This is an optimization exercise on Yosys and OpenROAD, whose aim is a short achievable clock period and few clock cycles, not a production implementation.
Where RTL was checked, it was by simulation tests only, not by an equivalence proof against the original.
Only the layout flow was run in run 5; the RTL was not checked for function there.
Power and IR drop assume default switching activity.

==> flow/design.v <==
module alu(
    output [15:0] data_out,
    output        valid_out,
    output        cmd_out,
    input  [15:0] data_in,
    input         valid_in,
    input         cmd_in,
    output        amm_read,
    output [7:0]  amm_address,
    input  [7:0]  amm_readdata,
    input         amm_waitrequest,
    input  [1:0]  amm_response,
    input clk,
    input rst_n
    );
    localparam QN = 63;
    reg        idle;         
    reg        inpkt;        
    reg        taking;       
    reg        vo_r, co_r;   
    reg [11:0] do_r;
    reg        ar_r;         
    reg [7:0]  aa_r;
    reg [3:0]  opc;
    reg [5:0]  rem;          
    reg        first;        
    reg        err;
    reg        stopq;        
    reg        killq;        
    reg        b0_ind;       
    reg        first_rd;     
    reg [7:0]  q [0:QN-1];   
    reg [5:0]  qcnt;         
    reg [11:0] sum_s, sum_c;
    reg [7:0]  lor, lxor, lnand;
    reg        hasop;
    reg [7:0]  opa, opb;
    wire [7:0] din    = data_in[7:0];
    wire [1:0] mod    = data_in[9:8];
    wire [3:0] op_in  = data_in[11:8];
    wire [5:0] nof_in = data_in[5:0];
    wire hdr_in    = valid_in & cmd_in;
    wire beat      = valid_in & ~cmd_in & taking;
    wire dir       = beat & (mod == 2'b00);
    wire ind       = beat & (mod == 2'b01);
    wire forb      = (din[7:4] == 4'h1) | (din[7:4] == 4'h2) |
                     (din[7:4] == 4'h8) | (din[7:4] == 4'h9);
    wire last_beat = beat & (rem == 6'd1);
    wire unary_in = (op_in[3:2] == 2'b01);
    wire shift_in = (op_in == 4'd8) | (op_in == 4'd9);
    wire reject   = (nof_in == 6'd0) | (unary_in & (nof_in != 6'd1));
    wire sherr    = shift_in & (nof_in != 6'd2);
    wire rdone  = ar_r & ~amm_waitrequest;
    wire rbad   = rdone & (amm_response != 2'b00);
    wire rgood  = rdone & (amm_response == 2'b00);
    wire push   = ind & ~forb & ~stopq & ~rbad;
    wire pop    = rdone;
    wire kill_n = killq | rbad;
    reg [QN:0] qv;           
    integer i;
    always @(*)
        for (i = 0; i <= QN; i = i + 1)
            qv[i] = (qcnt > i);
    reg [7:0] q_n [0:QN-1];
    always @(*)
        for (i = 0; i < QN; i = i + 1)
            if (pop)
                q_n[i] = (i < QN-1 && qv[i+1]) ? q[i < QN-1 ? i+1 : 0] : din;
            else
                q_n[i] = qv[i] ? q[i] : din;
    wire [5:0] qb     = idle ? 6'd0 : qcnt;
    wire [5:0] qinc   = qb + 6'd1;
    wire [5:0] qdec   = qb - 6'd1;
    wire [5:0] qcnt_n = push ? (pop ? qb : qinc) : (pop ? qdec : qb);
    wire q0_n     = push | qv[1] | (qv[0] & ~pop);
    wire rd_next  = q0_n & ~kill_n;
    wire comp     = inpkt & (~taking | last_beat) & ~rd_next;
    wire err_next = err | (ind & forb) | rbad;
    wire        live = ~idle;
    wire [11:0] s0  = live ? sum_s : 12'd0;
    wire [11:0] c0  = live ? sum_c : 12'd0;
    wire [7:0]  rg  = rgood ? amm_readdata : 8'h00;
    wire        rd_a = first_rd & b0_ind;
    wire [11:0] xs = s0 ^ c0 ^ {4'b0, din};
    wire [11:0] xc = {(s0[10:0] & c0[10:0]) | (s0[10:0] & {3'b0, din}) |
                      (c0[10:0] & {3'b0, din}), 1'b0};
    wire [11:0] ys = xs ^ xc ^ {4'b0, rg};
    wire [11:0] yc = {(xs[10:0] & xc[10:0]) | (xs[10:0] & {3'b0, rg}) |
                      (xc[10:0] & {3'b0, rg}), 1'b0};
    wire [11:0] zs = s0 ^ c0 ^ {4'b0, rg};
    wire [11:0] zc = {(s0[10:0] & c0[10:0]) | (s0[10:0] & {3'b0, rg}) |
                      (c0[10:0] & {3'b0, rg}), 1'b0};
    wire [7:0]  lor0   = live ? (lor | rg) : 8'h00;
    wire [7:0]  lxor0  = live ? (lxor ^ rg) : 8'h00;
    wire [7:0]  lnand0 = live ? (lnand | (rgood ? ~amm_readdata : 8'h00)) : 8'h00;
    wire        has0   = live & (hasop | rgood);
    wire [7:0]  opa0   = ~live ? 8'h00 : (rgood & rd_a) ? amm_readdata : opa;
    wire [7:0]  opb0   = ~live ? 8'h00 : (rgood & ~rd_a) ? amm_readdata : opb;
    wire [11:0] total = sum_s + sum_c;
    reg  [11:0] res;
    always @(*) begin
        case (opc)
            4'd0: res = total;
            4'd1: res = hasop ? {4'b0, ~lnand} : 12'hFFF;
            4'd2: res = {4'b0, lor};
            4'd3: res = {4'b0, lxor};
            4'd4: res = hasop ? {4'b0, ~lor} : 12'h000;
            4'd5: res = hasop ? {4'b0, lor} + 12'd1 : 12'h000;
            4'd6: res = hasop ? {4'b0, lor} - 12'd1 : 12'h000;
            4'd7: res = hasop ? {4'b0, 8'd0 - lor} : 12'h000;
            4'd8: res = {4'b0, opa} >> opb;
            4'd9: res = {4'b0, opa << opb};
            default: res = 12'h000;
        endcase
    end
    always @(posedge clk) begin
        for (i = 0; i < QN; i = i + 1)
            q[i] <= q_n[i];
        aa_r <= q0_n ? q_n[0] : 8'h00;
        if (vo_r & co_r) begin
            vo_r <= 1'b1;
            co_r <= 1'b0;
            do_r <= err ? 12'hBAD : res;
        end else begin
            vo_r <= (idle & hdr_in & reject) | comp;
            co_r <= 1'b1;
            do_r <= {7'b0, idle | err_next, idle ? op_in : opc};
        end
        sum_s <= dir ? ys : zs;
        sum_c <= dir ? yc : zc;
        lor   <= dir ? (lor0 | din) : lor0;
        lxor  <= dir ? (lxor0 ^ din) : lxor0;
        lnand <= dir ? (lnand0 | ~din) : lnand0;
        hasop <= has0 | dir;
        qcnt  <= qcnt_n;
        opa   <= (dir & first) ? din : opa0;
        opb   <= (dir & ~first) ? din : opb0;
        if (idle) begin
            opc      <= op_in;
            rem      <= nof_in;
            first    <= 1'b1;
            err      <= reject | sherr;
            stopq    <= sherr;
            killq    <= 1'b0;
            b0_ind   <= 1'b0;
            first_rd <= 1'b1;
        end else begin
            if (beat) begin
                rem   <= rem - 6'd1;
                first <= 1'b0;
                if (first & (mod == 2'b01)) b0_ind <= 1'b1;
            end
            err <= err_next;
            if ((ind & forb) | rbad) stopq <= 1'b1;
            if (rbad) killq <= 1'b1;
            if (rdone) first_rd <= 1'b0;
        end
        if (~rst_n) begin
            idle   <= 1'b1;
            inpkt  <= 1'b0;
            taking <= 1'b0;
            vo_r   <= 1'b0;
            ar_r   <= 1'b0;
        end else begin
            idle   <= (vo_r & ~co_r) | (idle & ~hdr_in);
            inpkt  <= (idle & hdr_in & ~reject) | (inpkt & ~comp);
            taking <= (idle & hdr_in & ~reject) | (taking & ~last_beat);
            ar_r   <= inpkt & rd_next;
        end
    end
    assign data_out    = {4'b0, do_r};
    assign valid_out   = vo_r;
    assign cmd_out     = co_r;
    assign amm_read    = ar_r;
    assign amm_address = aa_r;
endmodule
==> flow/run.sh <==
#!/bin/bash
# synth_recipe.tcl (not shown) runs the flow's synth.tcl, then flattens the netlist and writes it again
# the make line also repeats each setting of config.mk as NAME=value (left out here)
make -C /OpenROAD-flow-scripts/flow DESIGN_CONFIG=/design/flow/config.mk WORK_HOME=/design/flow/orfs CLKGATE_MAP_FILE= SYNTH_SCRIPT=/design/flow/synth_recipe.tcl finish
==> flow/config.mk <==
export PLATFORM = sky130hd
export DESIGN_NAME = alu
export DESIGN_NICKNAME = alu
export VERILOG_FILES = /design/flow/design.v
export SDC_FILE = /design/flow/constraint.sdc
export NUM_CORES = 4
export LEC_CHECK = 0
export ABC_CLOCK_PERIOD_IN_PS = 2000
export CAP_MARGIN = 20
export CORE_MARGIN = 2
export CORE_UTILIZATION = 40
export PLACE_DENSITY = 0.6
export SETUP_SLACK_MARGIN = 4.2
export SLEW_MARGIN = 20
export TNS_END_PERCENT = 100
==> flow/constraint.sdc <==
create_clock -name core_clock -period 6.5 [get_ports {clk}]
set_input_delay 1.3000 -clock core_clock [delete_from_list [all_inputs] [get_ports {clk}]]
set_output_delay 1.3000 -clock core_clock [all_outputs]
set_load 0.01 [all_outputs]
==> impl_metrics.py, run 1 <==
metrics = {
    "die": {
        "die_area_um2": 66310,
        "starting_density_of_the_core": 0.4060,
        "design.core.area_um2": 63310,
        "ioPinCount": 58,
        "die_height_um": 257.5,
        "die_w_um": 257.5,
        "placementRows": 92,
    },
    "worst_setup_path": {
        "worstSetupEndpointType": "register",
        "cp_top_family": "simple AND/OR/NAND/NOR gates",
        "timing.critical_path.from_type": "primary input",
        "timing.critical_path.slowest_cell_delay_ps": 310,
        "crit_slowest_cell": "sky130_fd_sc_hd__nor4b_4",
        "path_class": "in -> reg",
        "worstPathCellList": "buf_12 > buf_12 > nor3_4 > nor3_4 > nor4b_4 > buf_4 > buf_8 > buf_6 > mux2i_4 > nand3b_1 > o211ai_1",
        "critical_path_required_ps": 7030,
        "cp_num_buf_inv": 5,
        "crit_arrival_ps": 2970,
        "worstPathMaxFanout": 5,
    },
    "global_route": {
        "largest_net_degree_at_the_start_of_global_routing": 60,
        "grtUsageTotal": 0.2385,
        "grt_pass1_wl_um": 126700,
        "vias_in_the_first_global_route": 22050,
        "antenna_found_initial": 0,
        "globalRouteOverflowTotal": 0,
    },
    "finish": {
        "layout.nets": 3007,
        "area_growth_pct": 26.10,
        "final_area_um2": 32420,
        "count_of_inserted_antenna_diode_cells": 0,
        "layout.cells.non_filler": 3831,
        "share_of_the_core_filled_with_cells_in_the_final_layout": 0.5120,
        "post_route_cells_drive_above_1_share": 0.2178,
    },
    "sta": {
        "worst_slack_ps": 4060,
        "setup_violations": 0,
        "timing_max_transition_violations_final": 0,
        "hold-worst-slack_ps": 448.2,
        "hold_violations": 0,
        "total_negative_setup_slack_ps": 0,
        "finalCritPeriodShare": 0.3754,
        "max-slew-margin-rel": 0.3383,
        "rsz0062_at_grt": "yes",
        "fin_worst_skew_ps": 19.98,
        "min_period_ps": 2440,
        "timing_worst_slew_pin_value_ps": 991.1,
        "clock.fmax_ghz": 0.4098,
    },
    "synthesis": {
        "synth-async-reset-ratio": 0,
        "synth_most_common_cell": "sky130_fd_sc_hd__dfxtp_1",
        "primary_flip_flop_cell_chosen_by_synthesis_mapping": "sky130_fd_sc_hd__dfxtp_1",
        "edff_count_synth": 23,
        "yosysTopAreaCell": "sky130_fd_sc_hd__dfxtp_1",
        "post_synth_most_frequent_cells": "593 x sky130_fd_sc_hd__dfxtp_1, 443 x sky130_fd_sc_hd__o22ai_1, 328 x sky130_fd_sc_hd__nor2_1, 243 x sky130_fd_sc_hd__a31oi_1, 194 x sky130_fd_sc_hd__nand2_1",
        "yosysTopAreaCellShare": 0.4618,
        "synth.yosys.seq_area_share": 0.4887,
        "synth_seq_cells": 616,
        "ys_top_cells_by_area": "sky130_fd_sc_hd__dfxtp_1 46%, sky130_fd_sc_hd__o22ai_1 11%, sky130_fd_sc_hd__a31oi_1 5.9%",
        "synthCells": 2890,
        "synth.cell_area_um2": 25710,
        "netlist-cell-type-count": 90,
        "syn-mean-instance-area_um2": 8.895,
        "yosys_warnings": 3,
    },
    "detailed_routing": {
        "routedWlPerCell_um": 21.59,
        "route.detailed.vias_per_inst": 6.054,
        "dr_wl_met3_um": 4967,
        "detail_route.wirelength.met1_um": 36370,
        "dr_total_vias": 23190,
        "antenna_violating_nets_post_route": 0,
        "dr_iter_0_viols": 2144,
        "post-route-drc-count": 0,
        "wl_met2_um": 38670,
        "detail_route.wirelength_um": 82700,
        "route.top_layer_used": "met4",
        "drt-pass1-iter-count": 8,
    },
    "hold_path": {
        "worstHoldPathType": "reg -> reg",
    },
    "place": {
        "dpl_worst_slack_ps": 2134,
        "placed_cells_incl_taps": 3588,
        "post_place_cell_area_um2": 27990,
        "port_buffers": 49,
        "place_congestion": 0.8558,
        "dp_hpwl_um": 49920,
    },
    "clock_network": {
        "cts_buffer_depth": 3,
        "cts-buffers-inserted": 70,
        "clkLatencyLatePin_ps": 610,
        "ctsHtreeMaxLevel": 3,
        "tritoncts": "done",
        "cts_root_buf": "sky130_fd_sc_hd__clkbuf_16",
        "clock_sink_total": 616,
        "cts_clk_pin_slew_worst_paths_ps": 60,
    },
    "power_and_ir_drop": {
        "vdd_drop_max_v": 0.0001646,
        "powerDensity_nw_per_um2": 270.9,
        "p_total_mw": 8.783,
        "p_leak_nw": 12.92,
    },
    "flow_run": {
        "drv.max_cap_violation_count": 0,
    },
    "status": {
        "outcome": "timing/DRC/antenna clean",
    },
}
cell families (layout without fill, tap and decap cells):
logic type	count (synthesis)	count (layout)	share of synthesized area
AOI/OAI and AO/OA	1102	1102	0.2737
and+or+nand+nor	716	724	0.1258
DFF	616	616	0.4887
buffers and inverters	314	398	0.05057
muxes	52	52	0.02171
adders and majority gates	47	47	0.02512
xor gates and xnor gates	42	42	0.01431
other	1	4	0.0001459
area by class of cell:
cell class / count / area, µm²
Clock buffer: 98 / 2062
Fill cell: 5653 / 30890
Timing Repair Buffer: 184 / 1962
Multi-Input combinational cell: 1971 / 14050
Clock inverter: 29 / 347.8
Tap cell: 846 / 1059
Sequential cell: 616 / 12600
Inverter: 87 / 339.1
per-layer routing:
metal,vias to the layer above,global-route usage
met5,-,0
met4,0,0.08703
met3,173,0.03920
met2,771,0.3893
met1,11250,0.3181
li1,11000,-
power breakdown:
part           leakage (nW)  switching [mW]  total [mW]  internal, mW
registers              5.23           0.150        4.15          4.00
logic                  6.49           0.292       0.510         0.218
clock network          1.20            1.62        4.12          2.50
total                  12.9            2.06        8.78          6.72
flip-flops by register name, indices dropped and copies added (netlist names), 4 cells and up:
signal  flops
sum_s      12
rem         6
qcnt        6
lnand       8
opb         8
aa_r        8
lxor        8
q         504
sum_c      11
lor         8
opc         4
opa         8
do_r       12
path summary, 6_finish.rpt:
check / start / to / slack (ps) / cells after the start
max: data_in[4] / qcnt[5]$_DFF_P_ / 4060 / 11
min: q[62][1]$_DFF_P_ / q[62][1]$_DFF_P_ / 450 / 2
max reg2reg: qcnt[1]$_DFF_P_ / q[20][2]$_DFF_P_ / 4220 / 7
min reg2reg: q[62][1]$_DFF_P_ / q[62][1]$_DFF_P_ / 450 / 2
worst min-delay path: stages, from the launching register on:
cell and delay [ps]:
sky130_fd_sc_hd__dfxtp_1 310, sky130_fd_sc_hd__nand2_1 50, sky130_fd_sc_hd__o21ai_1 50
layout by cell type, fill, tap and decap left out, types with 15 or more instances in the layout:
master,netlist,final
sky130_fd_sc_hd__dfxtp_1,593,577
sky130_fd_sc_hd__o22ai_1,443,377
sky130_fd_sc_hd__nor2_1,328,302
sky130_fd_sc_hd__a31oi_1,243,242
sky130_fd_sc_hd__a21oi_1,158,133
sky130_fd_sc_hd__nand2_1,194,127
sky130_fd_sc_hd__buf_4,6,90
sky130_fd_sc_hd__inv_1,84,77
sky130_fd_sc_hd__clkbuf_16,0,76
sky130_fd_sc_hd__o22ai_2,0,66
sky130_fd_sc_hd__a222oi_1,56,56
sky130_fd_sc_hd__ha_1,38,38
sky130_fd_sc_hd__o21ai_0,62,37
sky130_fd_sc_hd__mux2i_1,40,35
sky130_fd_sc_hd__o21ai_1,31,27
sky130_fd_sc_hd__nor2b_1,27,27
sky130_fd_sc_hd__nand2_8,0,26
sky130_fd_sc_hd__nand2_4,1,25
sky130_fd_sc_hd__edfxtp_1,23,23
sky130_fd_sc_hd__o21ai_4,0,22
sky130_fd_sc_hd__nand3_1,33,22
sky130_fd_sc_hd__a21o_1,23,21
sky130_fd_sc_hd__xor2_1,21,21
sky130_fd_sc_hd__xnor2_1,21,21
sky130_fd_sc_hd__buf_2,67,21
sky130_fd_sc_hd__buf_6,2,21
sky130_fd_sc_hd__a21oi_2,2,20
sky130_fd_sc_hd__nand2_2,1,19
sky130_fd_sc_hd__buf_12,0,19
sky130_fd_sc_hd__nand2b_1,23,18
sky130_fd_sc_hd__nor2_4,0,15
repair_timing:
item                                   CTS  global route
gates cloned                            13             4
pin swaps                               23            28
setup endpoints to repair              640           345
hold buffers                             0             0
resized for setup                      256           105
setup buffers                           77            22
endpoints found under the hold margin    0             0
Testbench counts, summed over its fixed seeds: cycles 204,229.
==> inputs of run 2 (changes only) <==
--- a/flow/config.mk
+++ b/flow/config.mk
@@ -10,6 +10,6 @@
 export CORE_MARGIN = 2
 export CORE_UTILIZATION = 40
 export PLACE_DENSITY = 0.6
-export SETUP_SLACK_MARGIN = 4.2
+export SETUP_SLACK_MARGIN = 5.0
 export SLEW_MARGIN = 20
 export TNS_END_PERCENT = 100
==> run 2 against run 1 <==
Against the previous run: still clean; combinational power grew 44%; design area grew 25%; synthesized cell count is the same; sequential share of layout area shrank 7.6 points; non-clock buffer count grew 227; via count grew 14%; hold slack gained 3.8 ps; first-iteration DRC count grew 33%; clock power shrank 3%; largest power group unchanged.
==> impl_metrics.py, run 2 <==
metrics = {
    "power_and_ir_drop": {
        "p_leak_nw": 15.42,
        "vdd_drop_max_v": 0.0002594,
        "powerDensity_nw_per_um2": 220.1,
    },
    "sta": {
        "min_period_ps": 2532,
        "setup_violations": 0,
        "timing_worst_slew_pin_value_ps": 856.7,
        "max-slew-margin-rel": 0.4285,
        "timing_max_transition_violations_final": 0,
        "clock.fmax_ghz": 0.3949,
        "hold_violations": 0,
        "total_negative_setup_slack_ps": 0,
        "finalCritPeriodShare": 0.3896,
        "fin_worst_skew_ps": 31.63,
        "rsz0062_at_grt": "yes",
    },
    "finish": {
        "final_common_cell": "sky130_fd_sc_hd__dfxtp_1",
        "reg_top3": "q: 504 flops, do_r: 12 flops, sum_s: 12 flops",
        "area_growth_pct": 57.49,
        "post_route_cells_drive_above_1_share": 0.4570,
        "mostFrequentLayoutCells": "551 x sky130_fd_sc_hd__dfxtp_1, 306 x sky130_fd_sc_hd__o22ai_2, 267 x sky130_fd_sc_hd__nor2_1",
        "max_flop_register": "q",
        "count_of_inserted_antenna_diode_cells": 0,
        "largest_register_ff_count": 504,
        "layout.nets": 3279,
        "layout.cells.non_filler": 4100,
    },
    "synthesis": {
        "syn-mean-instance-area_um2": 8.895,
        "primary_flip_flop_cell_chosen_by_synthesis_mapping": "sky130_fd_sc_hd__dfxtp_1",
        "yosysTopAreaCell": "sky130_fd_sc_hd__dfxtp_1",
        "synth-async-reset-ratio": 0,
        "synth_most_common_cell": "sky130_fd_sc_hd__dfxtp_1",
        "netlist-cell-type-count": 90,
        "synth.cell_area_um2": 25710,
        "post_synth_most_frequent_cells": "593 x sky130_fd_sc_hd__dfxtp_1, 443 x sky130_fd_sc_hd__o22ai_1, 328 x sky130_fd_sc_hd__nor2_1, 243 x sky130_fd_sc_hd__a31oi_1, 194 x sky130_fd_sc_hd__nand2_1",
        "edff_count_synth": 23,
        "ys_top_cells_by_area": "sky130_fd_sc_hd__dfxtp_1 46%, sky130_fd_sc_hd__o22ai_1 11%, sky130_fd_sc_hd__a31oi_1 5.9%",
        "synth_seq_cells": 616,
        "synthCells": 2890,
        "yosys_warnings": 3,
        "yosysTopAreaCellShare": 0.4618,
        "synth.yosys.seq_area_share": 0.4887,
    },
    "clock_network": {
        "cts_root_buf": "sky130_fd_sc_hd__clkbuf_16",
        "ctsHtreeMaxLevel": 3,
        "tritoncts": "done",
        "clock_sink_total": 616,
        "cts-buffers-inserted": 69,
        "cts_clk_pin_slew_worst_paths_ps": 70,
        "clkLatencyLatePin_ps": 630,
        "cts_buffer_depth": 3,
    },
    "global_route": {
        "globalRouteOverflowTotal": 0,
        "grtUsageTotal": 0.2751,
        "vias_in_the_first_global_route": 25070,
        "largest_net_degree_at_the_start_of_global_routing": 42,
        "antenna_found_initial": 1,
        "grt_pass1_wl_um": 144700,
    },
    "die": {
        "ioPinCount": 58,
        "starting_density_of_the_core": 0.4060,
        "die_w_um": 257.5,
        "die_height_um": 257.5,
        "placementRows": 92,
        "design.core.area_um2": 63310,
        "die_area_um2": 66310,
    },
    "worst_setup_path": {
        "reg2reg_from": "qcnt[4]$_DFF_P_",
        "crit_arrival_ps": 3040,
        "timing.critical_path.slowest_cell_delay_ps": 400,
        "worstPathCellList": "buf_8 > nand2b_4 > buf_6 > buf_16 > buf_4 > nand2_2 > nor3_2 > mux2i_4 > nand3b_1 > o211ai_1",
        "reg2regPathDepth": 7,
        "path_class": "in -> reg",
        "critical_path_required_ps": 7000,
        "worstPathMaxFanout": 10,
        "worstSetupEndpointType": "register",
        "critical_path.startpoint": "amm_waitrequest",
        "timing.critical_path.from_type": "primary input",
        "crit_slowest_cell": "sky130_fd_sc_hd__nor3_2",
    },
    "detailed_routing": {
        "dr_iter_0_viols": 2846,
        "routedWlPerCell_um": 25.35,
        "post-route-drc-count": 0,
        "route.detailed.vias_per_inst": 6.460,
        "dr_total_vias": 26490,
        "drt-pass1-iter-count": 12,
        "detail_route.wirelength_um": 103900,
        "antenna_violating_nets_post_route": 0,
    },
    "hold_path": {
        "worstHoldPathType": "reg -> reg",
        "hold_path_depth": 2,
        "hp-start": "q[16][6]$_DFF_P_",
    },
    "place": {
        "place_congestion": 0.8838,
        "port_buffers": 49,
        "dp_hpwl_um": 49380,
        "placed_cells_incl_taps": 3586,
    },
    "status": {
        "outcome": "timing/DRC/antenna clean",
    },
    "flow_run": {
        "drv.max_cap_violation_count": 0,
    },
}
-- run 2: cell types whose count changed in the layout (fill, tap and decap cells not counted), sizes merged, moves of 2 or more --
cell	change
nand2	+27
bufbuf	+5
o21ai	+12
and2b	-2
dlygate4sd2	+3
clkinv	+3
nand3	+5
bufinv	-3
clkdlybuf4s50	-4
buf	+220
-- run 2: per-layer routing --
| layer | GRT usage | part of all wire | wire length [µm] |
|---|---|---|---|
| met1 | 0.3432 | 0.39 | 40450 |
| met2 | 0.4711 | 0.48 | 50300 |
| met3 | 0.04157 | 0.070 | 7277 |
| met4 | 0.1201 | 0.057 | 5893 |
| met5 | 0 | 0.000087 | 9 |
-- run 2: final cells by class --
class,count,area [µm²]
fill,4533,22830
multi-input combinational,2014,18670
clock buffer,97,1993
sequential,616,12650
timing repair buffer,411,5383
clock inverter,26,305.3
inverter,87,391.6
timing repair inverter,3,33.78
tap,846,1059
-- run 2: repair_timing --
item,CTS,global route
hold buffers,0,0
buffers inserted,226,87
pin swaps,336,282
gates resized for setup,855,456
cloned,62,16
endpoints found under the setup margin,661,651
-- run 2: critical path, delay by kind of cell --
kind / cells / cell delay (ps)
simple gates: 4 / 930
buf+inv: 4 / 510
mux: 1 / 150
compound gates: 1 / 110
-- run 2: path summary, 6_finish.rpt --
path,end,slack [ps]
worst max-delay path,qcnt[5]$_DFF_P_,3970
worst min-delay path,q[16][6]$_DFF_P_,450
worst max register to register,qcnt[5]$_DFF_P_,4180
worst min register to register,q[16][6]$_DFF_P_,450
-- run 2: kinds of logic after synthesis --
kind of cell	share of synthesized area
flip-flops	0.4887
XOR/XNOR	0.01431
AND/OR/NAND/NOR	0.1258
buffers and inverters	0.05057
adder cells (fa/ha/maj)	0.02512
multiplexers	0.02171
other	0.0001459
AO/OA/AOI/OAI	0.2737
-- run 2: power breakdown --
part / leakage [nW] / switching (mW) / internal (mW) / total [mW]
Sequential: 5.25 / 0.191 / 4.00 / 4.19
Clock: 1.14 / 1.66 / 2.32 / 3.98
Combinational: 9.04 / 0.390 / 0.342 / 0.732
-- run 2: through the flow --
stage / setup slack (ps) / hold slack [ps] / utilization / instance area (µm²) / power (mW)
2_1_floorplan: 3790 / 422.9 / - / 28480 / 4.511
3_3_place_gp: 2497 / 434.7 / 0.4466 / 28280 / 4.674
3_5_place_dp: 2431 / 438.3 / 0.4466 / 28280 / 4.692
4_1_cts: 4117 / 449.1 / 0.5836 / 36950 / 8.784
5_1_grt: 4028 / 459.5 / 0.6394 / 40480 / 9.137
6_report: 3968 / 452.0 / 0.6394 / 40480 / 8.911
==> inputs of run 3 (changes only) <==
--- a/flow/config.mk
+++ b/flow/config.mk
@@ -10,6 +10,6 @@
 export CORE_MARGIN = 2
 export CORE_UTILIZATION = 40
 export PLACE_DENSITY = 0.6
-export SETUP_SLACK_MARGIN = 5.0
+export SETUP_SLACK_MARGIN = 4.6
 export SLEW_MARGIN = 20
 export TNS_END_PERCENT = 100
==> run 3 against run 2 <==
Against the previous run: die area is the same; via count down 1.3%; global-route usage increased by 0.29 points; still clean on timing, DRC and antenna.
==> impl_metrics.py, run 3 <==
metrics = {
    "synthesis": {
        "synth_most_common_cell": "sky130_fd_sc_hd__dfxtp_1",
        "synth.cell_area_um2": 25710,
        "synth-async-reset-ratio": 0,
        "synthCells": 2890,
        "synth.yosys.seq_area_share": 0.4887,
        "primary_flip_flop_cell_chosen_by_synthesis_mapping": "sky130_fd_sc_hd__dfxtp_1",
        "syn-mean-instance-area_um2": 8.895,
        "post_synth_most_frequent_cells": "593 x sky130_fd_sc_hd__dfxtp_1, 443 x sky130_fd_sc_hd__o22ai_1, 328 x sky130_fd_sc_hd__nor2_1, 243 x sky130_fd_sc_hd__a31oi_1, 194 x sky130_fd_sc_hd__nand2_1",
        "ys_top_cells_by_area": "sky130_fd_sc_hd__dfxtp_1 46%, sky130_fd_sc_hd__o22ai_1 11%, sky130_fd_sc_hd__a31oi_1 5.9%",
        "netlist-cell-type-count": 90,
        "yosysTopAreaCell": "sky130_fd_sc_hd__dfxtp_1",
        "synth_seq_cells": 616,
        "edff_count_synth": 23,
        "yosysTopAreaCellShare": 0.4618,
        "yosys_warnings": 3,
    },
    "worst_setup_path": {
        "reg2reg_from": "qcnt[1]$_DFF_P_",
        "timing.critical_path.from_type": "primary input",
        "crit_arrival_ps": 2880,
        "worstSetupEndpointType": "register",
        "critical_path.reg2reg.endpoint": "q[16][0]$_DFF_P_",
        "rrSetupSlack_ps": 4270,
        "critical_path_required_ps": 7010,
        "reg2regPathDepth": 6,
        "path_class": "in -> reg",
        "worstPathMaxFanout": 6,
    },
    "place": {
        "placed_cells_incl_taps": 3587,
        "dpl_worst_slack_ps": 2166,
        "port_buffers": 49,
        "place_congestion": 0.8943,
        "dp_hpwl_um": 49080,
    },
    "die": {
        "starting_density_of_the_core": 0.4060,
        "die_w_um": 257.5,
        "die_area_um2": 66310,
        "placementRows": 92,
        "die_height_um": 257.5,
        "design.core.area_um2": 63310,
        "ioPinCount": 58,
    },
    "global_route": {
        "gr-usage-met3": 0.05329,
        "met2_usage": 0.4636,
        "antenna_found_initial": 1,
        "vias_in_the_first_global_route": 25040,
        "globalRouteOverflowTotal": 0,
        "global_route.usage.met1": 0.3530,
        "largest_net_degree_at_the_start_of_global_routing": 43,
        "grt-busiest-layer": "met2",
        "grtUsageTotal": 0.2781,
        "grt_pass1_wl_um": 147000,
    },
    "sta": {
        "rsz0062_at_grt": "yes",
        "timing_max_transition_violations_final": 0,
        "fin_worst_skew_ps": 24.02,
        "total_negative_setup_slack_ps": 0,
        "hold_violations": 0,
        "clock.fmax_ghz": 0.4220,
        "finalCritPeriodShare": 0.3645,
        "setup_violations": 0,
        "min_period_ps": 2370,
        "hold-worst-slack_ps": 445.0,
        "worst_slack_ps": 4130,
        "timing_worst_slew_pin_value_ps": 839.0,
        "max-slew-margin-rel": 0.4403,
    },
    "hold_path": {
        "hold_path_depth": 2,
        "hp-start": "q[62][0]$_DFF_P_",
        "worstHoldPathType": "reg -> reg",
        "worst_hold_path_endpoint": "q[62][0]$_DFF_P_",
    },
    "finish": {
        "sequential_cell_area_um2": 12620,
        "layout.nets": 3263,
        "final_common_cell": "sky130_fd_sc_hd__dfxtp_1",
        "fillCellCount": 4529,
        "count_of_inserted_antenna_diode_cells": 0,
        "max_flop_register": "q",
        "post_route_cells_drive_above_1_share": 0.4378,
        "area_growth_pct": 55.31,
        "largest_register_ff_count": 504,
        "mostFrequentLayoutCells": "565 x sky130_fd_sc_hd__dfxtp_1, 299 x sky130_fd_sc_hd__o22ai_2, 273 x sky130_fd_sc_hd__nor2_1",
        "reg_top3": "q: 504 flops, do_r: 12 flops, sum_s: 12 flops",
        "multi_input_area_um2": 18370,
        "layout.cells.non_filler": 4083,
    },
    "power_and_ir_drop": {
        "vdd_drop_max_v": 0.0001759,
        "power_switching_mw": 2.182,
        "p_total_mw": 8.887,
        "fraction_of_power_spent_switching_nets": 0.2456,
        "internal-power_mw": 6.705,
        "seqPwrFrac": 0.472,
        "comb_power_share": 0.075,
        "pwr-share-clk": 0.453,
        "p_leak_nw": 15.42,
        "powerDensity_nw_per_um2": 222.6,
    },
    "detailed_routing": {
        "drt-pass1-iter-count": 10,
        "dr_iter_0_viols": 2788,
        "route.detailed.vias_per_inst": 6.400,
        "dr_total_vias": 26130,
        "routedWlPerCell_um": 24.89,
        "antenna_violating_nets_post_route": 0,
        "post-route-drc-count": 0,
        "detail_route.wirelength_um": 101600,
    },
    "clock_network": {
        "cts-buffers-inserted": 68,
        "cts_buffer_depth": 3,
        "clock_sink_total": 616,
        "clkLatencyLatePin_ps": 620,
        "cts_root_buf": "sky130_fd_sc_hd__clkbuf_16",
        "cts_clk_pin_slew_worst_paths_ps": 50,
        "tritoncts": "done",
        "ctsHtreeMaxLevel": 3,
    },
    "status": {
        "outcome": "timing/DRC/antenna clean",
    },
    "flow_run": {
        "drv.max_cap_violation_count": 0,
    },
}
==> run 3: cell counts after synthesis <==
No cell type changed its count.
==> run 3: worst max-delay path, stage by stage <==
cell and delay [ps]:
sky130_fd_sc_hd__buf_12 110, sky130_fd_sc_hd__nand2b_4 160, sky130_fd_sc_hd__buf_12 140, sky130_fd_sc_hd__buf_12 130, sky130_fd_sc_hd__nor3_4 200, sky130_fd_sc_hd__buf_6 140, sky130_fd_sc_hd__buf_12 160, sky130_fd_sc_hd__nand2_4 90
sky130_fd_sc_hd__xor2_2 170, sky130_fd_sc_hd__nor2_1 110, sky130_fd_sc_hd__xnor2_1 150
==> run 3: per-stage QoR <==
step	area, µm²	utilization
global route	39920	0.6306
detailed placement	28070	0.4434
global placement	28070	0.4434
floorplan	28250	-
finish	39920	0.6306
CTS	36830	0.5818
==> run 3: area by class of cell <==
cell class | instances | share of cell area
Inverter | 87 | 0.008932
Sequential cell | 616 | 0.3162
Clock buffer | 98 | 0.05102
Multi-Input combinational cell | 2013 | 0.4602
Clock inverter | 23 | 0.007333
Timing Repair Buffer | 400 | 0.1298
Tap cell | 846 | 0.02651
==> run 3: layer usage <==
metal / share of wire / up-vias
li1: - / 11590
met1: 0.40 / 12900
met2: 0.47 / 1284
met3: 0.077 / 361
met4: 0.055 / 2
met5: 0.00015 / -
==> run 3: how the worst max path moves through the flow <==
stage	to	cells past startpoint	startpoint
after floorplan	qcnt[4]$_DFF_P_	7	data_in[7]
after global placement	qcnt[4]$_DFF_P_	7	amm_waitrequest
after detailed placement	inpkt$_SDFF_PN0_	7	amm_waitrequest
after CTS	amm_read	1	ar_r$_SDFF_PN0_
after global routing	lxor[3]$_DFF_P_	11	amm_waitrequest
final	lxor[3]$_DFF_P_	11	amm_waitrequest
==> run 3: cell families (layout without fill, tap and decap cells) <==
family | after synthesis | after routing | share of synthesized area
XOR/XNOR | 42 | 42 | 0.01431
buffers and inverters | 314 | 608 | 0.05057
flip-flops | 616 | 616 | 0.4887
AND/OR/NAND/NOR | 716 | 753 | 0.1258
other | 1 | 4 | 0.0001459
adder cells (fa/ha/maj) | 47 | 47 | 0.02512
multiplexers | 52 | 52 | 0.02171
AO/OA/AOI/OAI | 1102 | 1115 | 0.2737
==> run 3: power groups by stage <==
stage                     sequential, mW  combinational (mW)  clock, mW
after CTS                           4.17               0.587       4.04
final                               4.19               0.668       4.02
after detailed placement            4.24               0.440          0
after floorplan                     4.17               0.331          0
after global placement              4.24               0.428          0
after global routing                4.21               0.702       4.20
==> run 3: what timing repair did <==
action,4_1_cts,5_1_grt
pin swaps,325,240
endpoints found under the setup margin,652,640
resized for setup,833,434
setup buffers,214,83
cloned,68,10
hold buffers,0,0
==> inputs of run 4 (changes only) <==
--- a/flow/config.mk
+++ b/flow/config.mk
@@ -5,7 +5,7 @@
 export SDC_FILE = /design/flow/constraint.sdc
 export NUM_CORES = 4
 export LEC_CHECK = 0
-export ABC_CLOCK_PERIOD_IN_PS = 2000
+export ABC_CLOCK_PERIOD_IN_PS = 1200
 export CAP_MARGIN = 20
 export CORE_MARGIN = 2
 export CORE_UTILIZATION = 40
==> run 4 against run 3 <==
Against the previous run: clock power hardly changed; combinational power about the same; area after synthesis unchanged; die area did not move.
==> impl_metrics.py, run 4 <==
metrics = {
    "power_and_ir_drop": {
        "comb_power_share": 0.075,
        "seqPwrFrac": 0.472,
        "pwr-share-clk": 0.453,
        "p_leak_nw": 15.42,
        "powerDensity_nw_per_um2": 222.6,
        "fraction_of_power_spent_switching_nets": 0.2456,
        "internal-power_mw": 6.705,
        "power_switching_mw": 2.182,
        "vdd_drop_max_v": 0.0001759,
    },
    "sta": {
        "hold_violations": 0,
        "total_negative_setup_slack_ps": 0,
        "rsz0062_at_grt": "yes",
        "setup_violations": 0,
        "timing_worst_slew_pin_value_ps": 839.0,
        "fin_worst_skew_ps": 24.02,
        "finalCritPeriodShare": 0.3645,
        "worst_slack_ps": 4130,
        "clock.fmax_ghz": 0.4220,
        "timing_max_transition_violations_final": 0,
        "min_period_ps": 2370,
        "max-slew-margin-rel": 0.4403,
    },
    "die": {
        "placementRows": 92,
        "ioPinCount": 58,
        "design.core.area_um2": 63310,
        "die_w_um": 257.5,
        "die_height_um": 257.5,
        "starting_density_of_the_core": 0.4060,
        "die_area_um2": 66310,
    },
    "global_route": {
        "globalRouteOverflowTotal": 0,
        "antenna_found_initial": 1,
        "grtUsageTotal": 0.2781,
        "grt_pass1_wl_um": 147000,
        "largest_net_degree_at_the_start_of_global_routing": 43,
        "vias_in_the_first_global_route": 25040,
    },
    "finish": {
        "reg_top3": "q: 504 flops, do_r: 12 flops, sum_s: 12 flops",
        "post_route_cells_drive_above_1_share": 0.4378,
        "fillCellCount": 4529,
        "layout.nets": 3263,
        "count_of_inserted_antenna_diode_cells": 0,
        "final_common_cell": "sky130_fd_sc_hd__dfxtp_1",
        "largest_register_ff_count": 504,
        "final_area_um2": 39920,
        "mostFrequentLayoutCells": "565 x sky130_fd_sc_hd__dfxtp_1, 299 x sky130_fd_sc_hd__o22ai_2, 273 x sky130_fd_sc_hd__nor2_1",
        "area_growth_pct": 55.31,
        "max_flop_register": "q",
    },
    "worst_setup_path": {
        "crit_arrival_ps": 2880,
        "worstPathMaxFanout": 6,
        "worstSetupEndpointType": "register",
        "path_class": "in -> reg",
        "critical_path.startpoint": "amm_waitrequest",
        "timing.critical_path.from_type": "primary input",
        "critical_path_required_ps": 7010,
        "reg2reg_from": "qcnt[1]$_DFF_P_",
    },
    "place": {
        "port_buffers": 49,
        "place_congestion": 0.8943,
        "post_place_cell_area_um2": 28070,
        "dpl_worst_slack_ps": 2166,
        "dp_hpwl_um": 49080,
    },
    "detailed_routing": {
        "dr_iter_0_viols": 2788,
        "antenna_violating_nets_post_route": 0,
        "route.detailed.vias_per_inst": 6.400,
        "drt-pass1-iter-count": 10,
        "dr_total_vias": 26130,
        "post-route-drc-count": 0,
        "detail_route.wirelength_um": 101600,
        "routedWlPerCell_um": 24.89,
    },
    "clock_network": {
        "cts_buffer_depth": 3,
        "cts-buffers-inserted": 68,
        "cts_clk_pin_slew_worst_paths_ps": 50,
        "ctsHtreeMaxLevel": 3,
        "clock_sink_total": 616,
        "tritoncts": "done",
        "clkLatencyLatePin_ps": 620,
        "cts_root_buf": "sky130_fd_sc_hd__clkbuf_16",
    },
    "synthesis": {
        "ys_top_cells_by_area": "sky130_fd_sc_hd__dfxtp_1 46%, sky130_fd_sc_hd__o22ai_1 11%, sky130_fd_sc_hd__a31oi_1 5.9%",
        "yosysTopAreaCell": "sky130_fd_sc_hd__dfxtp_1",
        "synth-async-reset-ratio": 0,
        "yosysTopAreaCellShare": 0.4618,
        "post_synth_most_frequent_cells": "593 x sky130_fd_sc_hd__dfxtp_1, 443 x sky130_fd_sc_hd__o22ai_1, 328 x sky130_fd_sc_hd__nor2_1, 243 x sky130_fd_sc_hd__a31oi_1, 194 x sky130_fd_sc_hd__nand2_1",
        "synth.yosys.seq_area_share": 0.4887,
        "synth_seq_cells": 616,
        "edff_count_synth": 23,
        "synthCells": 2890,
        "yosys_warnings": 3,
        "synth_most_common_cell": "sky130_fd_sc_hd__dfxtp_1",
        "primary_flip_flop_cell_chosen_by_synthesis_mapping": "sky130_fd_sc_hd__dfxtp_1",
        "syn-mean-instance-area_um2": 8.895,
        "synth.cell_area_um2": 25710,
        "netlist-cell-type-count": 90,
    },
    "status": {
        "outcome": "timing/DRC/antenna clean",
    },
    "hold_path": {
        "hp-start": "q[62][0]$_DFF_P_",
        "worstHoldPathType": "reg -> reg",
    },
    "flow_run": {
        "drv.max_cap_violation_count": 0,
    },
}
## run 4: cell counts after synthesis
No cell type changed its count.
## run 4: final timing paths
kind | to | slack (ps) | cells after the start
setup / recovery | lxor[3]$_DFF_P_ | 4130 | 11
hold / removal | q[62][0]$_DFF_P_ | 440 | 2
setup reg to reg | q[16][0]$_DFF_P_ | 4270 | 6
hold reg to reg | q[62][0]$_DFF_P_ | 440 | 2
## run 4: timing repair
action,in CTS,in global routing
pin swaps,325,240
endpoints found under the setup margin,652,640
resized for setup,833,434
cloned,68,10
hold buffers,0,0
hold endpoints to repair,0,0
buffers inserted,214,83
## run 4: layout make-up
class / instances / area (µm²) / share of cell area
Timing Repair Buffer: 400 / 5182 / 0.1298
Inverter: 87 / 356.6 / 0.008932
Clock inverter: 23 / 292.8 / 0.007333
Clock buffer: 98 / 2037 / 0.05102
Multi-Input combinational cell: 2013 / 18370 / 0.4602
Sequential cell: 616 / 12620 / 0.3162
Tap cell: 846 / 1059 / 0.02651
## run 4: logic make-up (layout without fill, tap and decap cells)
group / Yosys count / in the layout / synth area share
other cells: 1 / 4 / 0.0001459
buf+inv: 314 / 608 / 0.05057
mux: 52 / 52 / 0.02171
fa+ha+maj: 47 / 47 / 0.02512
simple gates: 716 / 753 / 0.1258
compound gates: 1102 / 1115 / 0.2737
xor+xnor: 42 / 42 / 0.01431
flops: 616 / 616 / 0.4887
## run 4: through the flow
stage | hold WS (ps) | total power, mW | util | instances
floorplan | 425.1 | 4.505 | - | 2893
global placement | 436.3 | 4.663 | 0.4434 | 3587
detailed placement | 439.5 | 4.682 | 0.4434 | 3587
CTS | 449.2 | 8.794 | 0.5818 | 3990
global route | 480.9 | 9.115 | 0.6306 | 4083
finish | 445.0 | 8.887 | 0.6306 | 4083
## run 4: metal layers
layer,share of wire,GRT usage
met2,0.47,0.4636
met3,0.077,0.05329
met5,0.00015,0
met4,0.055,0.1142
met1,0.40,0.3530
## run 4: worst max-delay path, cell delays in order
cell                       delay (ps)
sky130_fd_sc_hd__buf_12           110
sky130_fd_sc_hd__nand2b_4         160
sky130_fd_sc_hd__buf_12           140
sky130_fd_sc_hd__buf_12           130
sky130_fd_sc_hd__nor3_4           200
sky130_fd_sc_hd__buf_6            140
sky130_fd_sc_hd__buf_12           160
sky130_fd_sc_hd__nand2_4           90
sky130_fd_sc_hd__xor2_2           170
sky130_fd_sc_hd__nor2_1           110
sky130_fd_sc_hd__xnor2_1          150
## run 4: power groups by stage
stage / sequential (mW) / combinational (mW) / clock (mW)
floorplan: 4.17 / 0.331 / 0
global placement: 4.24 / 0.428 / 0
detailed placement: 4.24 / 0.440 / 0
CTS: 4.17 / 0.587 / 4.04
global route: 4.21 / 0.702 / 4.20
finish: 4.19 / 0.668 / 4.02
==> inputs of run 5 (changes only) <==
--- a/flow/design.v
+++ b/flow/design.v
@@ -53,7 +53,7 @@
     wire rdone  = ar_r & ~amm_waitrequest;
     wire rbad   = rdone & (amm_response != 2'b00);
     wire rgood  = rdone & (amm_response == 2'b00);
-    wire push   = ind & ~forb & ~stopq & ~rbad;
+    wire push   = ind & ~forb & ~stopq;    
     wire pop    = rdone;
     wire kill_n = killq | rbad;
     reg [QN:0] qv;           
--- a/flow/config.mk
+++ b/flow/config.mk
@@ -5,7 +5,7 @@
 export SDC_FILE = /design/flow/constraint.sdc
 export NUM_CORES = 4
 export LEC_CHECK = 0
-export ABC_CLOCK_PERIOD_IN_PS = 1200
+export ABC_CLOCK_PERIOD_IN_PS = 2000
 export CAP_MARGIN = 20
 export CORE_MARGIN = 2
 export CORE_UTILIZATION = 40
==> run 5 against run 4 <==
Against the previous run: clock power shrank 2%; register-to-register slack lost 80 ps; highest routed layer is now met4; count of clock-buffer cells in the layout grew 3; largest cell class unchanged; clock skew shrank 3.3 ps; utilization shrank 0.78 points; hold slack gained 28 ps; first-iteration DRC count shrank 3.0%; synthesized cell count shrank 0.62%; non-clock buffer count shrank 19; largest power group unchanged; sequential cell count is the same; via count shrank 0.93%.
==> impl_metrics.py, run 5 <==
metrics = {
    "place": {
        "dpl_worst_slack_ps": 2230,
        "placed_cells_incl_taps": 3560,
        "port_buffers": 49,
        "dp_hpwl_um": 48900,
        "post_place_cell_area_um2": 27960,
        "place_congestion": 0.8678,
    },
    "hold_path": {
        "worstHoldPathType": "reg -> reg",
    },
    "sta": {
        "total_negative_setup_slack_ps": 0,
        "timing_max_transition_violations_final": 0,
        "finalCritPeriodShare": 0.4039,
        "hold_violations": 0,
        "min_period_ps": 2625,
        "rsz0062_at_grt": "yes",
        "fin_worst_skew_ps": 20.74,
        "setup_violations": 0,
        "hold-worst-slack_ps": 473.1,
        "clock.fmax_ghz": 0.3809,
        "timing_worst_slew_pin_value_ps": 782.4,
        "max-slew-margin-rel": 0.4784,
        "worst_slack_ps": 3875,
    },
    "worst_setup_path": {
        "timing.critical_path.from_type": "primary input",
        "worstSetupEndpointType": "register",
        "critical_path.startpoint": "data_in[8]",
        "critical_path_required_ps": 6980,
        "worstPathCellList": "buf_2 > or3b_4 > or3_4 > or4_4 > nand4_1 > o211ai_1",
        "critical_path.reg2reg.endpoint": "aa_r[1]$_SDFF_PP0_",
        "worstPathMaxFanout": 7,
        "reg2regPathDepth": 6,
        "crit_arrival_ps": 3100,
        "timing.critical_path.slowest_cell_delay_ps": 450,
        "crit_slowest_cell": "sky130_fd_sc_hd__or3b_4",
        "path_class": "in -> reg",
        "endpoint": "qcnt[5]$_DFF_P_",
        "rrSetupSlack_ps": 4190,
        "reg2reg_from": "qcnt[5]$_DFF_P_",
    },
    "global_route": {
        "grtUsageTotal": 0.2687,
        "globalRouteOverflowTotal": 0,
        "grt_pass1_wl_um": 141500,
        "largest_net_degree_at_the_start_of_global_routing": 48,
        "antenna_found_initial": 1,
        "vias_in_the_first_global_route": 24310,
    },
    "detailed_routing": {
        "antenna_violating_nets_post_route": 0,
        "dr_iter_0_viols": 2703,
        "routedWlPerCell_um": 24.58,
        "post-route-drc-count": 0,
        "route.detailed.vias_per_inst": 6.402,
        "dr_total_vias": 25890,
        "detail_route.wirelength_um": 99400,
        "drt-pass1-iter-count": 13,
    },
    "synthesis": {
        "synthCells": 2872,
        "synth_adder_area_share": 0.02490,
        "synth-async-reset-ratio": 0,
        "edff_count_synth": 23,
        "synth_compound_area_frac": 0.2753,
        "synth.cell_area_um2": 25530,
        "netlist-cell-type-count": 79,
        "yosysTopAreaCell": "sky130_fd_sc_hd__dfxtp_1",
        "syn-mean-instance-area_um2": 8.888,
        "synth-simple-area-share": 0.1238,
        "synth.yosys.seq_area_share": 0.4921,
        "primary_flip_flop_cell_chosen_by_synthesis_mapping": "sky130_fd_sc_hd__dfxtp_1",
        "synth_mux_area_frac": 0.02088,
        "post_synth_most_frequent_cells": "593 x sky130_fd_sc_hd__dfxtp_1, 435 x sky130_fd_sc_hd__o22ai_1, 317 x sky130_fd_sc_hd__nor2_1, 273 x sky130_fd_sc_hd__a31oi_1, 185 x sky130_fd_sc_hd__clkbuf_1",
        "combinational_family_with_the_most_area_after_synthesis": "compound AO/OA/AOI/OAI gates",
        "synth_most_common_cell": "sky130_fd_sc_hd__dfxtp_1",
        "ys_top_cells_by_area": "sky130_fd_sc_hd__dfxtp_1 47%, sky130_fd_sc_hd__o22ai_1 11%, sky130_fd_sc_hd__a31oi_1 6.7%",
        "synth_seq_cells": 616,
        "yosys_warnings": 3,
        "share_of_the_synthesized_netlist_area_taken_by_xor_and_xnor_gates": 0.01441,
        "yosysTopAreaCellShare": 0.4651,
    },
    "power_and_ir_drop": {
        "comb_power_share": 0.069,
        "vdd_drop_max_v": 0.0001928,
        "internal-power_mw": 6.620,
        "p_leak_nw": 14.93,
        "seqPwrFrac": 0.479,
        "power_switching_mw": 2.121,
        "powerDensity_nw_per_um2": 222.5,
        "pwr-share-clk": 0.452,
        "fraction_of_power_spent_switching_nets": 0.2427,
    },
    "die": {
        "ioPinCount": 58,
        "die_area_um2": 65850,
        "design.core.area_um2": 63080,
        "die_height_um": 256.6,
        "starting_density_of_the_core": 0.4047,
        "die_w_um": 256.6,
        "placementRows": 92,
    },
    "finish": {
        "reg_top3": "q: 504 flops, do_r: 12 flops, sum_s: 12 flops",
        "post_route_cells_drive_above_1_share": 0.4346,
        "largest_register_ff_count": 504,
        "layout.cells.non_filler": 4044,
        "max_flop_register": "q",
        "layout.nets": 3224,
        "final_common_cell": "sky130_fd_sc_hd__dfxtp_1",
        "fillCellCount": 4730,
        "mostFrequentLayoutCells": "566 x sky130_fd_sc_hd__dfxtp_1, 280 x sky130_fd_sc_hd__o22ai_2, 259 x sky130_fd_sc_hd__a31oi_1",
        "area_growth_pct": 53.91,
        "final_area_um2": 39290,
        "count_of_inserted_antenna_diode_cells": 0,
    },
    "flow_run": {
        "drv.max_cap_violation_count": 0,
    },
    "clock_network": {
        "cts_hold_repair.buffers": 0,
        "ctsHtreeMaxLevel": 3,
        "cts_buffer_depth": 3,
        "tritoncts": "done",
        "clock_sink_total": 616,
        "cts-buffers-inserted": 68,
        "clkLatencyLatePin_ps": 620,
        "cts_clk_pin_slew_worst_paths_ps": 60,
        "cts_root_buf": "sky130_fd_sc_hd__clkbuf_16",
    },
    "status": {
        "outcome": "timing/DRC/antenna clean",
    },
}
## run 5: cell types whose count changed in the layout (fill, tap and decap cells not counted), sizes merged, moves of 15 or more
cell and delta:
a21oi -19, a31oi +30, buf -15, inv -15, nand2 -16
## run 5: metal layers
| metal | track usage | share of wire |
|---|---|---|
| met5 | 0 | 0 |
| met4 | 0.1043 | 0.049 |
| met3 | 0.04765 | 0.078 |
| met2 | 0.4399 | 0.47 |
| met1 | 0.3521 | 0.40 |
## run 5: critical path: cells and delay by family
kind,cells,cell delay (ps)
buf+inv,1,260
simple gates,4,1410
compound gates,1,120
## run 5: how the worst min path moves through the flow
stage                      from               end  cells past startpoint
2_1_floorplan  q[62][0]$_DFF_P_  q[62][0]$_DFF_P_                      2
3_3_place_gp   q[62][1]$_DFF_P_  q[62][1]$_DFF_P_                      2
3_5_place_dp   q[62][1]$_DFF_P_  q[62][1]$_DFF_P_                      2
4_1_cts        q[62][1]$_DFF_P_  q[62][1]$_DFF_P_                      2
5_1_grt         q[2][5]$_DFF_P_   q[1][5]$_DFF_P_                      2
6_report        q[2][5]$_DFF_P_   q[1][5]$_DFF_P_                      2
## run 5: power by group through the flow
stage	registers [mW]	logic, mW	clock network (mW)
final	4.19	0.600	3.95
after global routing	4.20	0.630	4.14
after global placement	4.23	0.408	0
after detailed placement	4.23	0.423	0
after CTS	4.16	0.536	3.97
after floorplan	4.17	0.318	0
## run 5: kinds of logic (layout without fill, tap and decap cells)
group | count (synthesis) | in the layout
other | 1 | 4
AOI/OAI and AO/OA | 1104 | 1121
adders and majority gates | 46 | 46
buffers and inverters | 313 | 577
DFF | 616 | 616
muxes | 45 | 46
xor gates and xnor gates | 42 | 42
and+or+nand+nor | 705 | 746
## run 5: layout make-up
type	count	area (µm²)	area share
Sequential cell	616	12630	0.3214
Clock buffer	101	1937	0.04930
Timing Repair inverter	1	5.005	0.0001274
Tap cell	846	1059	0.02694
Clock inverter	20	315.3	0.008025
Inverter	74	327.8	0.008344
Multi-Input combinational cell	2005	18120	0.4613
Timing Repair Buffer	381	4893	0.1246
## run 5: timing repair
action | 4_1_cts | 5_1_grt
resized for setup | 855 | 454
pin swaps | 234 | 218
buffers inserted | 200 | 80
gates cloned | 64 | 19
endpoints found under the setup margin | 656 | 644
## run 5: metrics by stage
| step | power (mW) | utilization |
|---|---|---|
| after floorplan | 4.486 | - |
| after global placement | 4.636 | 0.4429 |
| after detailed placement | 4.656 | 0.4433 |
| after CTS | 8.666 | 0.5715 |
| after global routing | 8.971 | 0.6228 |
| final | 8.741 | 0.6228 |
==> inputs of run 6 (changes only) <==
--- a/flow/design.v
+++ b/flow/design.v
@@ -53,7 +53,7 @@
     wire rdone  = ar_r & ~amm_waitrequest;
     wire rbad   = rdone & (amm_response != 2'b00);
     wire rgood  = rdone & (amm_response == 2'b00);
-    wire push   = ind & ~forb & ~stopq;    
+    wire push   = ind & ~forb & ~stopq & ~rbad;
     wire pop    = rdone;
     wire kill_n = killq | rbad;
     reg [QN:0] qv;           
==> flow/flow/run.sh (new file) <==
#!/bin/bash
# Standard layout, with the clock tree built from larger sink clusters.
set -uo pipefail
export CTS_ARGS="-sink_clustering_enable -repair_clock_nets -sink_clustering_size 50 -sink_clustering_max_diameter 50"
bash standard.sh > standard_flow.log 2>&1
==> flow/standard.sh (new file) <==
#!/bin/bash
# synth_recipe.tcl (not shown) runs the flow's synth.tcl, then flattens the netlist and writes it again
# the make line also repeats each setting of config.mk as NAME=value (left out here)
make -C /OpenROAD-flow-scripts/flow DESIGN_CONFIG=/design/flow/config.mk WORK_HOME=/design/flow/orfs CLKGATE_MAP_FILE= SYNTH_SCRIPT=/design/flow/synth_recipe.tcl "${@:-finish}"
removed: flow/run.sh
==> run 6 against run 5 <==
Against the previous run: still clean on timing, DRC and antenna; sequential power barely moved; routed wire length rose by 0.17%; count of clock-buffer cells in the layout fell by 32; via count fell by 0.25%; non-clock buffer count rose by 1; critical endpoint is now data_out[3].
==> impl_metrics.py, run 6 <==
metrics = {
    "worst_setup_path": {
        "path_class": "reg -> out",
        "worstPathCellList": "buf_2",
        "timing.critical_path.from_type": "register",
        "timing.critical_path.slowest_cell_delay_ps": 340,
        "crit_arrival_ps": 1120,
        "worstSetupEndpointType": "output port",
        "critical_path_required_ps": 5200,
        "rrSetupSlack_ps": 4300,
        "cp_num_buf_inv": 1,
        "worstPathMaxFanout": 1,
        "crit_slowest_cell": "sky130_fd_sc_hd__dfxtp_1",
        "cp_top_family": "flip-flops",
    },
    "clock_network": {
        "clkLatencyLatePin_ps": 640,
        "cts-buffers-inserted": 60,
        "clock_sink_total": 616,
        "ctsHtreeMaxLevel": 2,
        "cts_buffer_depth": 3,
        "cts_clk_pin_slew_worst_paths_ps": 70,
        "cts_root_buf": "sky130_fd_sc_hd__clkbuf_16",
        "tritoncts": "done",
    },
    "power_and_ir_drop": {
        "seqPwrFrac": 0.486,
        "internal-power_mw": 6.324,
        "powerDensity_nw_per_um2": 218.9,
        "comb_power_share": 0.076,
        "pwr-share-clk": 0.438,
        "power_switching_mw": 2.310,
        "fraction_of_power_spent_switching_nets": 0.2676,
        "vdd_drop_max_v": 0.0001936,
        "p_leak_nw": 14.98,
        "p_total_mw": 8.634,
    },
    "global_route": {
        "vias_in_the_first_global_route": 24610,
        "globalRouteOverflowTotal": 0,
        "grtUsageTotal": 0.2703,
        "antenna_found_initial": 0,
        "largest_net_degree_at_the_start_of_global_routing": 47,
        "grt_pass1_wl_um": 144300,
    },
    "sta": {
        "rsz0062_at_grt": "yes",
        "timing_worst_slew_pin_value_ps": 1016,
        "worst_slack_ps": 4082,
        "clock.fmax_ghz": 0.4136,
        "min_period_ps": 2418,
        "timing_max_transition_violations_final": 0,
        "hold_violations": 0,
        "total_negative_setup_slack_ps": 0,
        "setup_violations": 0,
        "max-slew-margin-rel": 0.3222,
        "finalCritPeriodShare": 0.3720,
        "fin_worst_skew_ps": 34.66,
    },
    "place": {
        "place_congestion": 0.8943,
        "port_buffers": 49,
        "dpl_worst_slack_ps": 2166,
        "post_place_cell_area_um2": 28070,
        "dp_hpwl_um": 49080,
    },
    "die": {
        "ioPinCount": 58,
        "starting_density_of_the_core": 0.4060,
        "die_height_um": 257.5,
        "placementRows": 92,
        "die_w_um": 257.5,
        "die_area_um2": 66310,
        "design.core.area_um2": 63310,
    },
    "synthesis": {
        "synth.yosys.seq_area_share": 0.4887,
        "synthCells": 2890,
        "synth_most_common_cell": "sky130_fd_sc_hd__dfxtp_1",
        "edff_count_synth": 23,
        "synth_seq_cells": 616,
        "primary_flip_flop_cell_chosen_by_synthesis_mapping": "sky130_fd_sc_hd__dfxtp_1",
        "netlist-cell-type-count": 90,
        "yosysTopAreaCell": "sky130_fd_sc_hd__dfxtp_1",
        "syn-mean-instance-area_um2": 8.895,
        "ys_top_cells_by_area": "sky130_fd_sc_hd__dfxtp_1 46%, sky130_fd_sc_hd__o22ai_1 11%, sky130_fd_sc_hd__a31oi_1 5.9%",
        "yosysTopAreaCellShare": 0.4618,
        "post_synth_most_frequent_cells": "593 x sky130_fd_sc_hd__dfxtp_1, 443 x sky130_fd_sc_hd__o22ai_1, 328 x sky130_fd_sc_hd__nor2_1, 243 x sky130_fd_sc_hd__a31oi_1, 194 x sky130_fd_sc_hd__nand2_1",
        "synth.cell_area_um2": 25710,
        "synth-async-reset-ratio": 0,
        "yosys_warnings": 3,
    },
    "finish": {
        "count_of_inserted_antenna_diode_cells": 0,
        "final_area_um2": 39450,
        "post_route_cells_drive_above_1_share": 0.4329,
        "area_growth_pct": 53.47,
        "mostFrequentLayoutCells": "566 x sky130_fd_sc_hd__dfxtp_1, 283 x sky130_fd_sc_hd__o22ai_2, 268 x sky130_fd_sc_hd__nor2_1",
        "largest_register_ff_count": 504,
        "reg_top3": "q: 504 flops, do_r: 12 flops, sum_s: 12 flops",
        "max_flop_register": "q",
        "layout.nets": 3238,
        "sequential_cell_area_um2": 12620,
        "fillCellCount": 4640,
        "multi_input_area_um2": 18290,
        "final_common_cell": "sky130_fd_sc_hd__dfxtp_1",
    },
    "detailed_routing": {
        "drt-pass1-iter-count": 9,
        "antenna_violating_nets_post_route": 0,
        "dr_total_vias": 25820,
        "detail_route.wirelength_um": 99570,
        "post-route-drc-count": 0,
        "routedWlPerCell_um": 24.54,
        "route.detailed.vias_per_inst": 6.365,
        "dr_iter_0_viols": 2572,
    },
    "status": {
        "outcome": "timing/DRC/antenna clean",
    },
    "hold_path": {
        "worstHoldPathType": "reg -> reg",
    },
    "flow_run": {
        "drv.max_cap_violation_count": 0,
    },
}
-- run 6: cell count changes after synthesis, moves of 12 or more --
cell,change
sky130_fd_sc_hd__clkbuf_1,-49
sky130_fd_sc_hd__buf_2,+37
sky130_fd_sc_hd__a31oi_1,-30
sky130_fd_sc_hd__inv_1,+18
sky130_fd_sc_hd__a21oi_1,+17
sky130_fd_sc_hd__nand2_1,+13
sky130_fd_sc_hd__nor3_1,-13
sky130_fd_sc_hd__or3_1,-12
-- run 6: final cells by class --
class,instances,share of cell area
flip-flops and latches,616,0.3200
clock inverters,43,0.01313
inverters,87,0.009229
repair buffers,382,0.1258
well taps,846,0.02683
multi-input cells,2014,0.4635
clock buffers,69,0.04152
-- run 6: path summary, 6_finish.rpt --
path	start	end	cells past startpoint
max	do_r[3]$_DFF_P_	data_out[3]	1
min	q[16][1]$_DFF_P_	q[16][1]$_DFF_P_	2
max reg2reg	qcnt[3]$_DFF_P_	q[4][7]$_DFF_P_	7
min reg2reg	q[16][1]$_DFF_P_	q[16][1]$_DFF_P_	2
-- run 6: logic make-up after synthesis --
| group | synth area share |
|---|---|
| AOI/OAI and AO/OA | 0.2737 |
| xor gates and xnor gates | 0.01431 |
| adders and majority gates | 0.02512 |
| buffers and inverters | 0.05057 |
| DFF | 0.4887 |
| muxes | 0.02171 |
| other | 0.0001459 |
| and+or+nand+nor | 0.1258 |
-- run 6: repair_timing --
action / in CTS / in global routing
pin swaps: 286 / 265
setup endpoints to repair: 652 / 637
hold buffers: 0 / 0
buffers inserted: 208 / 73
endpoints found under the hold margin: 0 / 0
resized for setup: 796 / 438
gates cloned: 58 / 19
-- run 6: metal layers --
layer  GRT usage  vias up  wire length [µm]
met1      0.3504    12750             40460
met4      0.1026        0              4476
li1            -    11550                 -
met2      0.4545     1233             47290
met3     0.04029      292              7338
met5           0        -                 0
-- run 6: through the flow --
stage / hold slack, ps / cells / utilization
after floorplan: 425.1 / 2893 / -
after CTS: 450.6 / 3965 / 0.5721
after global routing: 481.5 / 4057 / 0.6231
after detailed placement: 439.5 / 3587 / 0.4434
after global placement: 436.3 / 3587 / 0.4434
final: 459.3 / 4057 / 0.6231
-- run 6: tightest hold or removal path, stage by stage (launching register included) --
cell and delay [ps]:
sky130_fd_sc_hd__dfxtp_1 310, sky130_fd_sc_hd__inv_1 50, sky130_fd_sc_hd__a21oi_1 50
-- run 6: power groups by stage --
| stage | sequential [mW] | clock (mW) | combinational, mW |
|---|---|---|---|
| 5_1_grt | 4.21 | 3.95 | 0.693 |
| 3_3_place_gp | 4.24 | 0 | 0.428 |
| 3_5_place_dp | 4.24 | 0 | 0.440 |
| 6_report | 4.19 | 3.78 | 0.660 |
| 4_1_cts | 4.16 | 3.78 | 0.577 |
| 2_1_floorplan | 4.17 | 0 | 0.331 |
Testbench counts of run 6, summed over its fixed seeds: cycles 204,229.
==> inputs of run 7 (changes only) <==
==> flow/flow/run.sh (replaced) <==
#!/bin/bash
# Standard layout, with the clock tree built from larger sink clusters.
set -uo pipefail
export CTS_ARGS="-sink_clustering_enable -repair_clock_nets -sink_clustering_size 30 -sink_clustering_max_diameter 60"
bash standard.sh > standard_flow.log 2>&1
==> run 7 against run 6 <==
Against the previous run: maximum frequency down 5.2%; first-iteration DRC count is 3.3% higher; total power fell by 8.3%; sequential power hardly changed; area after synthesis unchanged; setup slack lost 130 ps; critical endpoint is now qcnt[5]$_DFF_P_.
==> impl_metrics.py, run 7 <==
metrics = {
    "finish": {
        "largest_register_ff_count": 504,
        "post_route_cells_drive_above_1_share": 0.4208,
        "share_of_the_core_filled_with_cells_in_the_final_layout": 0.6135,
        "mostFrequentLayoutCells": "563 x sky130_fd_sc_hd__dfxtp_1, 283 x sky130_fd_sc_hd__o22ai_2, 271 x sky130_fd_sc_hd__nor2_1",
        "layout.nets": 3213,
    },
    "synthesis": {
        "synth.cell_area_um2": 25710,
        "primary_flip_flop_cell_chosen_by_synthesis_mapping": "sky130_fd_sc_hd__dfxtp_1",
        "syn-mean-instance-area_um2": 8.895,
        "ys_top_cells_by_area": "sky130_fd_sc_hd__dfxtp_1 46%, sky130_fd_sc_hd__o22ai_1 11%, sky130_fd_sc_hd__a31oi_1 5.9%",
        "synth_most_common_cell": "sky130_fd_sc_hd__dfxtp_1",
        "synth-async-reset-ratio": 0,
        "edff_count_synth": 23,
        "yosysTopAreaCellShare": 0.4618,
    },
    "detailed_routing": {
        "routedWlPerCell_um": 24.42,
        "drt-pass1-iter-count": 10,
        "detail_route.wirelength_um": 98110,
        "antenna_violating_nets_post_route": 0,
    },
    "clock_network": {
        "clkLatencyLatePin_ps": 620,
        "cts_clk_pin_slew_worst_paths_ps": 80,
        "cts_root_buf": "sky130_fd_sc_hd__clkbuf_16",
        "cts-buffers-inserted": 43,
    },
    "global_route": {
        "antenna_found_initial": 1,
    },
    "die": {
        "die_w_um": 257.5,
        "die_height_um": 257.5,
        "ioPinCount": 58,
        "die_area_um2": 66310,
        "starting_density_of_the_core": 0.4060,
        "design.core.area_um2": 63310,
    },
    "worst_setup_path": {
        "crit_slowest_cell": "sky130_fd_sc_hd__mux2i_1",
        "crit_arrival_ps": 3050,
        "worstPathCellList": "buf_8 > nand3b_4 > nor3b_4 > nor4b_4 > buf_4 > buf_12 > mux2i_1 > nand3b_1 > o211ai_1",
        "critical_path.reg2reg.endpoint": "qcnt[5]$_DFF_P_",
        "worstSetupEndpointType": "register",
        "reg2regPathDepth": 6,
        "critical_path_required_ps": 7000,
        "cp_num_buf_inv": 3,
        "critical_path_depth": 9,
        "timing.critical_path.from_type": "primary input",
    },
    "sta": {
        "hold_violations": 0,
        "total_negative_setup_slack_ps": 0,
        "timing_max_transition_violations_final": 0,
        "timing_worst_slew_pin_value_ps": 662.4,
        "min_period_ps": 2550,
        "rsz0062_at_grt": "yes",
        "setup_violations": 0,
    },
    "hold_path": {
        "hold_path_depth": 2,
        "worst_hold_path_endpoint": "q[16][1]$_DFF_P_",
    },
    "status": {
        "outcome": "timing/DRC/antenna clean",
    },
    "flow_run": {
        "drv.max_cap_violation_count": 0,
    },
}
-- run 7: repair_timing --
action / in CTS / in global routing
endpoints found under the setup margin: 652 / 638
cloned: 64 / 8
setup buffers: 209 / 69
gates resized for setup: 814 / 409
pin swaps: 353 / 228
hold buffers: 0 / 0
-- run 7: kinds of logic (layout without fill, tap and decap cells) --
logic type      Yosys count  count (layout)  synth area share
compound gates         1102            1113            0.2737
xor+xnor                 42              42           0.01431
fa+ha+maj                47              47           0.02512
buf+inv                 314             547           0.05057
flops                   616             616            0.4887
mux                      52              52           0.02171
other cells               1               5         0.0001459
simple gates            716             749            0.1258
-- run 7: worst register-to-register path: stages, from the launching register on --
cell and delay, ps:
sky130_fd_sc_hd__dfxtp_4 450, sky130_fd_sc_hd__or3_4 620, sky130_fd_sc_hd__or3_4 530, sky130_fd_sc_hd__nor2_1 150
sky130_fd_sc_hd__mux2i_1 130, sky130_fd_sc_hd__nand3b_1 150, sky130_fd_sc_hd__o211ai_1 120
-- run 7: cell type report --
cell class,instances,area (µm²),area share
Sequential cell,616,12630,0.3252
Clock inverter,30,429.2,0.01105
Multi-Input combinational cell,2007,18240,0.4697
Timing Repair Buffer,381,4947,0.1274
Antenna cell,1,2.502,0.00006442
Clock buffer,49,1161,0.02989
Tap cell,846,1059,0.02725
Inverter,87,371.6,0.009567
-- run 7: per-stage QoR --
| stage | hold slack [ps] | instances | power [mW] | cell area (µm²) | setup slack [ps] |
|---|---|---|---|---|---|
| final | 453.6 | 4017 | 7.917 | 38840 | 3950 |
| after global placement | 436.3 | 3587 | 4.663 | 28070 | 2236 |
| after detailed placement | 439.5 | 3587 | 4.682 | 28070 | 2166 |
| after CTS | 451.1 | 3939 | 7.834 | 35830 | 4103 |
| after global routing | 473.6 | 4016 | 8.136 | 38840 | 3891 |
| after floorplan | 425.1 | 2893 | 4.505 | 28250 | 3790 |
-- run 7: worst max path at each step --
stage	slack [ps]	startpoint	endpoint
after CTS	4100	ar_r$_SDFF_PN0_	amm_read
after global placement	2240	amm_waitrequest	qcnt[4]$_DFF_P_
after floorplan	3790	data_in[7]	qcnt[4]$_DFF_P_
after detailed placement	2170	amm_waitrequest	inpkt$_SDFF_PN0_
after global routing	3890	cmd_in	qcnt[5]$_DFF_P_
final	3950	cmd_in	qcnt[5]$_DFF_P_
-- run 7: metal layers --
layer	up-vias	global-route usage	routed length (µm)
met5	-	0	0
met4	0	0.09811	4272
met3	254	0.03911	7407
met2	1145	0.4561	47050
met1	12510	0.3505	39380
li1	11470	-	-
-- run 7: power breakdown --
group          internal, mW  switching, mW  total [mW]
Sequential             4.00          0.197        4.19
Combinational         0.307          0.348       0.655
Clock                  1.47           1.59        3.07

Setup slack of run 7, layout unchanged: 3.950 ns with ideal ports, 3.949 ns with driving cells assumed (clock clkbuf_16, inputs buf_2), 3.286 ns with port delays also shifted by the 0.663 ns mid clock arrival.
